This design comes from an exercise in tuning for small area and a short achievable clock period on the open sky130 flow, not from production work. Where RTL was checked, it was by simulation tests only, not by an equivalence proof against the original.

==> module ks_vandana_fp_div, before the edit <==
module ks_vandana_fp_div(
	a1,
	b1,
	c,
	clk
);
	input wire [31:0] a1;
	input wire [31:0] b1;
	input wire clk;
	output wire [31:0] c;
	localparam integer K1 = 3;
	function [2:0] sel;    
		input [6:0] sh;
		input [6:0] ch;
		input [2:0] di;
		reg [6:0] e;
		reg ge1, ge0, ge2, gem1;
		begin
			e = sh + ch;
			ge1 = ~e[6] & (e[5] | e[4] | e[3] | (e[2] & (~di[2] | e[1])));
			ge0 = ~e[6] | (e[5] & e[4] & e[3] & (e[2] | (di[2] ? (e[1] | e[0]) : (e[1] & e[0]))));
			case (di)
				3'd0: begin ge2 = ~e[6] & (e[5:0] >= 6'd12); gem1 = ~e[6] | (e[5:0] >= 6'd51); end
				3'd1: begin ge2 = ~e[6] & (e[5:0] >= 6'd14); gem1 = ~e[6] | (e[5:0] >= 6'd49); end
				3'd2: begin ge2 = ~e[6] & (e[5:0] >= 6'd15); gem1 = ~e[6] | (e[5:0] >= 6'd48); end
				3'd3: begin ge2 = ~e[6] & (e[5:0] >= 6'd16); gem1 = ~e[6] | (e[5:0] >= 6'd46); end
				3'd4: begin ge2 = ~e[6] & (e[5:0] >= 6'd18); gem1 = ~e[6] | (e[5:0] >= 6'd44); end
				3'd5: begin ge2 = ~e[6] & (e[5:0] >= 6'd20); gem1 = ~e[6] | (e[5:0] >= 6'd44); end
				3'd6: begin ge2 = ~e[6] & (e[5:0] >= 6'd20); gem1 = ~e[6] | (e[5:0] >= 6'd42); end
				3'd7: begin ge2 = ~e[6] & (e[5:0] >= 6'd24); gem1 = ~e[6] | (e[5:0] >= 6'd40); end
			endcase
			sel = {ge1, ge2 | ~gem1, (ge1 & ~ge2) | (gem1 & ~ge0)};
		end
	endfunction
	wire        sc0 = a1[31] ^ b1[31];
	wire [7:0]  e0  = (a1[30:23] - b1[30:23]) + 8'd127;
	wire        q1  = a1[22] | ~b1[22];
	wire [26:0] ys [2:13];
	wire [26:0] yc [2:13];
	wire [23:0] mbv [1:13];
	wire [2:0]  dig [2:13];    
	wire [24:0] vs, vc;        
	assign mbv[1] = {1'b1, b1[22:0]};
	assign ys[2] = {2'b00, 1'b1, a1[22:0], q1};
	assign yc[2] = q1 ? ~{1'b0, 1'b1, b1[22:0], 2'b00} : 27'd0;
	reg        sc1, sc2;
	reg [7:0]  e1, e2;
	reg [22:0] mb1;
	reg [26:0] ys1, yc1;
	reg [24:0] vs2, vc2;
	reg        q1_1, q1_2;
	reg [3*K1-1:3] dg1;         
	reg [35:0] dg2;             
	genvar j;
	generate
		for (j = 2; j <= 13; j = j + 1) begin : step
			wire [26:0] s_in, c_in;
			wire [23:0] mb;
			if (j == K1 + 1) begin : from1
				assign s_in = ys1;
				assign c_in = yc1;
				assign mb = {1'b1, mb1};
			end else begin : direct
				assign s_in = ys[j];
				assign c_in = yc[j];
				assign mb = mbv[j-1];
			end
			assign mbv[j] = mb;
			wire qpos, two, one;
			assign {qpos, two, one} = sel(s_in[26:20], c_in[26:20], mb[22:20]);
			wire [2:0] q = {qpos, two, one};
			wire [24:0] so, co;
			wire [24:0] mbl = {1'b0, mb};
			wire [24:0] mbh = {mb, 1'b0};
			genvar i;
			for (i = (j == 2) ? 0 : 2; i < 25; i = i + 1) begin : bt
				wire m = ((one & mbl[i]) | (two & mbh[i])) ^ qpos;
				r4_fa u_fa (.a(s_in[i]), .b(c_in[i]), .ci(m), .s(so[i]), .co(co[i]));
			end
			if (j > 2) begin : blo
				for (i = 0; i < 2; i = i + 1) begin : bl
					wire m = ((one & mbl[i]) | (two & mbh[i])) ^ qpos;
					assign so[i] = m;
					assign co[i] = 1'b0;
				end
			end
			wire [24:0] wc = {co[23:0], qpos};
			assign dig[j] = q;
			if (j < 13) begin : nxt
				assign ys[j+1] = {so, 2'b00};
				assign yc[j+1] = {wc, 2'b00};
			end else begin : last
				assign vs = so;
				assign vc = wc;
			end
		end
	endgenerate
	wire [3*12-1:0] dall;
	generate
		for (j = 2; j <= 13; j = j + 1) begin : gath
			assign dall[3*(13-j)+2:3*(13-j)] = dig[j];
		end
	endgenerate
	always @(posedge clk) begin
		sc1 <= sc0;
		e1 <= e0;
		mb1 <= b1[22:0];
		q1_1 <= q1;
		ys1 <= ys[K1+1];
		yc1 <= yc[K1+1];
		dg1 <= dall[35:36-3*(K1-1)];
		sc2 <= sc1;
		e2 <= e1;
		q1_2 <= q1_1;
		vs2 <= vs;
		vc2 <= vc;
		dg2 <= {dg1, dall[35-3*(K1-1):0]};
	end
	wire [35:0] dq = dg2;
	wire [24:0] qp, qn;
	assign qp[24] = q1_2;
	assign qn[24] = 1'b0;
	generate
		for (j = 2; j <= 13; j = j + 1) begin : conv
			wire [2:0] d = dq[3*(13-j)+2:3*(13-j)];
			assign qp[2*(13-j)+1:2*(13-j)] = d[2] ? d[1:0] : 2'b00;
			assign qn[2*(13-j)+1:2*(13-j)] = d[2] ? 2'b00 : d[1:0];
		end
	endgenerate
	wire [24:0] v = vs2 + vc2;
	wire [24:0] f = qp - qn - {24'd0, v[24]};
	wire [22:0] frac = f[23] ? f[22:0] : {f[21:0], 1'b0};
	wire [7:0]  ex = f[23] ? e2 : e2 - 8'd1;
	assign c = {sc2, ex, frac};
endmodule
clock: 120.0 ns
lec_check: 0
cap_margin: 20
core_margin: 2
core_utilization: 40
slew_margin: 20
synth_hierarchical: 1
run.sh (not shown) runs the stock make flow with config.mk's settings and CLKGATE_MAP_FILE= SYNTH_SCRIPT=/design/flow/synth_recipe.tcl, a recipe that flattens the netlist after the stock synthesis.
The first run went through all stages and came out clean.
Change:
--- a/flow/design.v
+++ b/flow/design.v
@@ -8,31 +8,8 @@
 	input wire [31:0] b1;
 	input wire clk;
 	output wire [31:0] c;
 	localparam integer K1 = 3;
-	function [2:0] sel;    
-		input [6:0] sh;
-		input [6:0] ch;
-		input [2:0] di;
-		reg [6:0] e;
-		reg ge1, ge0, ge2, gem1;
-		begin
-			e = sh + ch;
-			ge1 = ~e[6] & (e[5] | e[4] | e[3] | (e[2] & (~di[2] | e[1])));
-			ge0 = ~e[6] | (e[5] & e[4] & e[3] & (e[2] | (di[2] ? (e[1] | e[0]) : (e[1] & e[0]))));
-			case (di)
-				3'd0: begin ge2 = ~e[6] & (e[5:0] >= 6'd12); gem1 = ~e[6] | (e[5:0] >= 6'd51); end
-				3'd1: begin ge2 = ~e[6] & (e[5:0] >= 6'd14); gem1 = ~e[6] | (e[5:0] >= 6'd49); end
-				3'd2: begin ge2 = ~e[6] & (e[5:0] >= 6'd15); gem1 = ~e[6] | (e[5:0] >= 6'd48); end
-				3'd3: begin ge2 = ~e[6] & (e[5:0] >= 6'd16); gem1 = ~e[6] | (e[5:0] >= 6'd46); end
-				3'd4: begin ge2 = ~e[6] & (e[5:0] >= 6'd18); gem1 = ~e[6] | (e[5:0] >= 6'd44); end
-				3'd5: begin ge2 = ~e[6] & (e[5:0] >= 6'd20); gem1 = ~e[6] | (e[5:0] >= 6'd44); end
-				3'd6: begin ge2 = ~e[6] & (e[5:0] >= 6'd20); gem1 = ~e[6] | (e[5:0] >= 6'd42); end
-				3'd7: begin ge2 = ~e[6] & (e[5:0] >= 6'd24); gem1 = ~e[6] | (e[5:0] >= 6'd40); end
-			endcase
-			sel = {ge1, ge2 | ~gem1, (ge1 & ~ge2) | (gem1 & ~ge0)};
-		end
-	endfunction
 	wire        sc0 = a1[31] ^ b1[31];
 	wire [7:0]  e0  = (a1[30:23] - b1[30:23]) + 8'd127;
 	wire        q1  = a1[22] | ~b1[22];
 	wire [26:0] ys [2:13];
@@ -66,9 +43,10 @@
 				assign mb = mbv[j-1];
 			end
 			assign mbv[j] = mb;
 			wire qpos, two, one;
-			assign {qpos, two, one} = sel(s_in[26:20], c_in[26:20], mb[22:20]);
+			r4_sel u_sel (.sh(s_in[26:20]), .ch(c_in[26:20]), .di(mb[22:20]),
+				.qpos(qpos), .two(two), .one(one));
 			wire [2:0] q = {qpos, two, one};
 			wire [24:0] so, co;
 			wire [24:0] mbl = {1'b0, mb};
 			wire [24:0] mbh = {mb, 1'b0};
@@ -132,8 +110,30 @@
 	wire [22:0] frac = f[23] ? f[22:0] : {f[21:0], 1'b0};
 	wire [7:0]  ex = f[23] ? e2 : e2 - 8'd1;
 	assign c = {sc2, ex, frac};
 endmodule
+module r4_sel(sh, ch, di, qpos, two, one);
+input wire [6:0] sh; input wire [6:0] ch; input wire [2:0] di; output wire qpos, two, one;
+wire [6:0] e = sh + ch;
+wire ge1 = ~e[6] & (e[5] | e[4] | e[3] | (e[2] & (~di[2] | e[1])));
+wire ge0 = ~e[6] | (e[5] & e[4] & e[3] & (e[2] | (di[2] ? (e[1] | e[0]) : (e[1] & e[0]))));
+reg ge2, gem1;
+always @(*) begin
+  case (di)
+    3'd0: begin ge2 = ~e[6] & (e[5:0] >= 6'd12); gem1 = ~e[6] | (e[5:0] >= 6'd51); end
+    3'd1: begin ge2 = ~e[6] & (e[5:0] >= 6'd14); gem1 = ~e[6] | (e[5:0] >= 6'd49); end
+    3'd2: begin ge2 = ~e[6] & (e[5:0] >= 6'd15); gem1 = ~e[6] | (e[5:0] >= 6'd48); end
+    3'd3: begin ge2 = ~e[6] & (e[5:0] >= 6'd16); gem1 = ~e[6] | (e[5:0] >= 6'd46); end
+    3'd4: begin ge2 = ~e[6] & (e[5:0] >= 6'd18); gem1 = ~e[6] | (e[5:0] >= 6'd44); end
+    3'd5: begin ge2 = ~e[6] & (e[5:0] >= 6'd20); gem1 = ~e[6] | (e[5:0] >= 6'd44); end
+    3'd6: begin ge2 = ~e[6] & (e[5:0] >= 6'd20); gem1 = ~e[6] | (e[5:0] >= 6'd42); end
+    3'd7: begin ge2 = ~e[6] & (e[5:0] >= 6'd24); gem1 = ~e[6] | (e[5:0] >= 6'd40); end
+  endcase
+end
+assign qpos = ge1;
+assign two = ge2 | ~gem1;
+assign one = (ge1 & ~ge2) | (gem1 & ~ge0);
+endmodule
 module r4_fa(a, b, ci, s, co);
 	input wire a;
 	input wire b;
 	input wire ci;
Routed wire length went down by roughly a tenth.
Synthesized area went down by a few percent.
Setup slack gains 5.3 ns.
Synthesized cell count went down by a little under a tenth.
Sequential cell count does not change.
Final area went down slightly.
Die area went down by a few percent.
Hold slack gains 0.0048 ns.
Only the layout flow was run in the first run of this note; the RTL was not checked for function there.

========
Setup of oak:
The RTL this note starts from:
==> flow/design.v <==
module ks_vandana_fp_div(
	a1,
	b1,
	c,
	clk
);
	input wire [31:0] a1;
	input wire [31:0] b1;
	input wire clk;
	output wire [31:0] c;
	localparam integer K1 = 3;
	wire        sc0 = a1[31] ^ b1[31];
	wire [7:0]  e0  = (a1[30:23] - b1[30:23]) + 8'd127;
	wire        q1  = a1[22] | ~b1[22];
	wire [26:0] ys [2:13];
	wire [26:0] yc [2:13];
	wire [23:0] mbv [1:13];
	wire [2:0]  dig [2:13];    
	wire [24:0] vs, vc;        
	assign mbv[1] = {1'b1, b1[22:0]};
	assign ys[2] = {2'b00, 1'b1, a1[22:0], q1};
	assign yc[2] = q1 ? ~{1'b0, 1'b1, b1[22:0], 2'b00} : 27'd0;
	reg        sc1, sc2;
	reg [7:0]  e1, e2;
	reg [22:0] mb1;
	reg [26:0] ys1, yc1;
	reg [24:0] vs2, vc2;
	reg        q1_1, q1_2;
	reg [3*K1-1:3] dg1;         
	reg [35:0] dg2;             
	genvar j;
	generate
		for (j = 2; j <= 13; j = j + 1) begin : step
			wire [26:0] s_in, c_in;
			wire [23:0] mb;
			if (j == K1 + 1) begin : from1
				assign s_in = ys1;
				assign c_in = yc1;
				assign mb = {1'b1, mb1};
			end else begin : direct
				assign s_in = ys[j];
				assign c_in = yc[j];
				assign mb = mbv[j-1];
			end
			assign mbv[j] = mb;
			wire qpos, two, one;
			r4_sel u_sel (.sh(s_in[26:20]), .ch(c_in[26:20]), .di(mb[22:20]),
				.qpos(qpos), .two(two), .one(one));
			wire [2:0] q = {qpos, two, one};
			wire [24:0] so, co;
			wire one_b, two_b, qpos_b;
			r4_buf u_b1 (.a(one), .y(one_b));
			r4_buf u_b2 (.a(two), .y(two_b));
			r4_buf u_b3 (.a(qpos), .y(qpos_b));
			wire [24:0] mbl = {1'b0, mb};
			wire [24:0] mbh = {mb, 1'b0};
			genvar i;
			for (i = (j == 2) ? 0 : 2; i < 25; i = i + 1) begin : bt
				wire m = (i >= 16) ? (((one & mbl[i]) | (two & mbh[i])) ^ qpos)
					: (((one_b & mbl[i]) | (two_b & mbh[i])) ^ qpos_b);
				r4_fa u_fa (.a(s_in[i]), .b(c_in[i]), .ci(m), .s(so[i]), .co(co[i]));
			end
			if (j > 2) begin : blo
				for (i = 0; i < 2; i = i + 1) begin : bl
					wire m = (i >= 16) ? (((one & mbl[i]) | (two & mbh[i])) ^ qpos)
					: (((one_b & mbl[i]) | (two_b & mbh[i])) ^ qpos_b);
					assign so[i] = m;
					assign co[i] = 1'b0;
				end
			end
			wire [24:0] wc = {co[23:0], qpos};
			assign dig[j] = q;
			if (j < 13) begin : nxt
				assign ys[j+1] = {so, 2'b00};
				assign yc[j+1] = {wc, 2'b00};
			end else begin : last
				assign vs = so;
				assign vc = wc;
			end
		end
	endgenerate
	wire [3*12-1:0] dall;
	generate
		for (j = 2; j <= 13; j = j + 1) begin : gath
			assign dall[3*(13-j)+2:3*(13-j)] = dig[j];
		end
	endgenerate
	always @(posedge clk) begin
		sc1 <= sc0;
		e1 <= e0;
		mb1 <= b1[22:0];
		q1_1 <= q1;
		ys1 <= ys[K1+1];
		yc1 <= yc[K1+1];
		dg1 <= dall[35:36-3*(K1-1)];
		sc2 <= sc1;
		e2 <= e1;
		q1_2 <= q1_1;
		vs2 <= vs;
		vc2 <= vc;
		dg2 <= {dg1, dall[35-3*(K1-1):0]};
	end
	wire [35:0] dq = dg2;
	wire [24:0] qp, qn;
	assign qp[24] = q1_2;
	assign qn[24] = 1'b0;
	generate
		for (j = 2; j <= 13; j = j + 1) begin : conv
			wire [2:0] d = dq[3*(13-j)+2:3*(13-j)];
			assign qp[2*(13-j)+1:2*(13-j)] = d[2] ? d[1:0] : 2'b00;
			assign qn[2*(13-j)+1:2*(13-j)] = d[2] ? 2'b00 : d[1:0];
		end
	endgenerate
	wire [24:0] v = vs2 + vc2;
	wire [24:0] f = qp - qn - {24'd0, v[24]};
	wire [22:0] frac = f[23] ? f[22:0] : {f[21:0], 1'b0};
	wire [7:0]  ex = f[23] ? e2 : e2 - 8'd1;
	assign c = {sc2, ex, frac};
endmodule
module r4_sel(sh, ch, di, qpos, two, one);
input wire [6:0] sh; input wire [6:0] ch; input wire [2:0] di; output wire qpos, two, one;
wire [6:0] e = sh + ch;
wire ge1 = ~e[6] & (e[5] | e[4] | e[3] | (e[2] & (~di[2] | e[1])));
wire ge0 = ~e[6] | (e[5] & e[4] & e[3] & (e[2] | (di[2] ? (e[1] | e[0]) : (e[1] & e[0]))));
reg ge2, gem1;
always @(*) begin
  case (di)
    3'd0: begin ge2 = ~e[6] & (e[5:0] >= 6'd12); gem1 = ~e[6] | (e[5:0] >= 6'd51); end
    3'd1: begin ge2 = ~e[6] & (e[5:0] >= 6'd14); gem1 = ~e[6] | (e[5:0] >= 6'd49); end
    3'd2: begin ge2 = ~e[6] & (e[5:0] >= 6'd15); gem1 = ~e[6] | (e[5:0] >= 6'd48); end
    3'd3: begin ge2 = ~e[6] & (e[5:0] >= 6'd16); gem1 = ~e[6] | (e[5:0] >= 6'd46); end
    3'd4: begin ge2 = ~e[6] & (e[5:0] >= 6'd18); gem1 = ~e[6] | (e[5:0] >= 6'd44); end
    3'd5: begin ge2 = ~e[6] & (e[5:0] >= 6'd20); gem1 = ~e[6] | (e[5:0] >= 6'd44); end
    3'd6: begin ge2 = ~e[6] & (e[5:0] >= 6'd20); gem1 = ~e[6] | (e[5:0] >= 6'd42); end
    3'd7: begin ge2 = ~e[6] & (e[5:0] >= 6'd24); gem1 = ~e[6] | (e[5:0] >= 6'd40); end
  endcase
end
assign qpos = ge1;
assign two = ge2 | ~gem1;
assign one = (ge1 & ~ge2) | (gem1 & ~ge0);
endmodule
module r4_fa(a, b, ci, s, co);
	input wire a;
	input wire b;
	input wire ci;
	output wire s;
	output wire co;
	assign s = a ^ b ^ ci;
	assign co = (a & b) | (a & ci) | (b & ci);
endmodule
module r4_buf(a, y);
	input wire a;
	output wire y;
	assign y = a;
endmodule
make LEC_CHECK=0 CAP_MARGIN=20 CORE_MARGIN=2 CORE_UTILIZATION=40 SLEW_MARGIN=20 SYNTH_HIERARCHICAL=1 finish   # period 120.0 ns
Modified inputs, pine compared to oak
diff --git a/flow/design.v b/flow/design.v
--- a/flow/design.v
+++ b/flow/design.v
@@ -42,33 +42,22 @@
 				assign c_in = yc[j];
 				assign mb = mbv[j-1];
 			end
 			assign mbv[j] = mb;
 			wire qpos, two, one;
-			r4_sel u_sel (.sh(s_in[26:20]), .ch(c_in[26:20]), .di(mb[22:20]),
-				.qpos(qpos), .two(two), .one(one));
+			wire [24:0] m;
+			r4_ctl u_ctl (.sh(s_in[26:20]), .ch(c_in[26:20]), .mb(mb),
+				.qpos(qpos), .two(two), .one(one), .m(m));
 			wire [2:0] q = {qpos, two, one};
 			wire [24:0] so, co;
-			wire one_b, two_b, qpos_b;
-			r4_buf u_b1 (.a(one), .y(one_b));
-			r4_buf u_b2 (.a(two), .y(two_b));
-			r4_buf u_b3 (.a(qpos), .y(qpos_b));
-			wire [24:0] mbl = {1'b0, mb};
-			wire [24:0] mbh = {mb, 1'b0};
 			genvar i;
 			for (i = (j == 2) ? 0 : 2; i < 25; i = i + 1) begin : bt
-				wire m = (i >= 16) ? (((one & mbl[i]) | (two & mbh[i])) ^ qpos)
-					: (((one_b & mbl[i]) | (two_b & mbh[i])) ^ qpos_b);
-				r4_fa u_fa (.a(s_in[i]), .b(c_in[i]), .ci(m), .s(so[i]), .co(co[i]));
+				r4_fa u_fa (.a(s_in[i]), .b(c_in[i]), .ci(m[i]), .s(so[i]), .co(co[i]));
 			end
 			if (j > 2) begin : blo
-				for (i = 0; i < 2; i = i + 1) begin : bl
-					wire m = (i >= 16) ? (((one & mbl[i]) | (two & mbh[i])) ^ qpos)
-					: (((one_b & mbl[i]) | (two_b & mbh[i])) ^ qpos_b);
-					assign so[i] = m;
-					assign co[i] = 1'b0;
-				end
+				assign so[1:0] = m[1:0];
+				assign co[1:0] = 2'b00;
 			end
 			wire [24:0] wc = {co[23:0], qpos};
 			assign dig[j] = q;
 			if (j < 13) begin : nxt
 				assign ys[j+1] = {so, 2'b00};
@@ -137,19 +126,26 @@
 end
 assign qpos = ge1;
 assign two = ge2 | ~gem1;
 assign one = (ge1 & ~ge2) | (gem1 & ~ge0);
 endmodule
+module r4_ctl(sh, ch, mb, qpos, two, one, m);
+	input wire [6:0] sh;
+	input wire [6:0] ch;
+	input wire [23:0] mb;
+	output wire qpos;
+	output wire two;
+	output wire one;
+	output wire [24:0] m;
+	r4_sel u_sel (.sh(sh), .ch(ch), .di(mb[22:20]), .qpos(qpos), .two(two), .one(one));
+	wire [24:0] t = ({25{one}} & {1'b0, mb}) | ({25{two}} & {mb, 1'b0});
+	assign m = t ^ {25{qpos}};
+endmodule
 module r4_fa(a, b, ci, s, co);
 	input wire a;
 	input wire b;
 	input wire ci;
 	output wire s;
 	output wire co;
 	assign s = a ^ b ^ ci;
 	assign co = (a & b) | (a & ci) | (b & ci);
 endmodule
-module r4_buf(a, y);
-	input wire a;
-	output wire y;
-	assign y = a;
-endmodule
## What came out
- Per the comparison of pine with oak, critical path data required time went up; logic depth of the worst path, buffers included went up.
- Of oak and pine, the lower non-clock inverter count in the final layout belongs to oak.
- Comparing the two runs side by side, pine comes out behind oak on design area.
- Status | oak and pine | clean
- Clock-cell share of area in pine is 0.29 points below oak.
- Taking oak as the reference point, the met2 usage in global routing of pine rises by 2.6 points.
No functional check of the RTL was part of any run of this note.

static timing again, ports no longer ideal:
The results above use ideal ports. As a check the final layouts listed here were re-extracted and re-timed, cells and wires unchanged. Step 1 assumes that a clkbuf_16 drives the clock port and a buf_2 every other input. Step 2 times the ports against the registers' clock, not the clock port: input delays grow and output delays shrink by t, the midpoint of the rising clock arrivals with the driver on. Three values: ideal, step 1, step 2; two values: the first two.
run | t (ns) | setup slack, ns | clock arrival spread, ns | worst data-port slew with drivers (ns)
the first run of note 1 | 0.528 | 81.508 / 81.508 / 81.508 | 0.016 / 0.017 | 0.06
the second run of note 1 | 0.508 | 86.790 / 86.790 / 86.790 | 0.013 / 0.013 | 0.05
oak | 0.499 | 86.013 / 86.013 / 86.013 | 0.016 / 0.017 | 0.04
pine | 0.523 | 79.893 / 79.893 / 79.893 | 0.016 / 0.016 | 0.06
After both steps setup and hold are still met in every run listed.
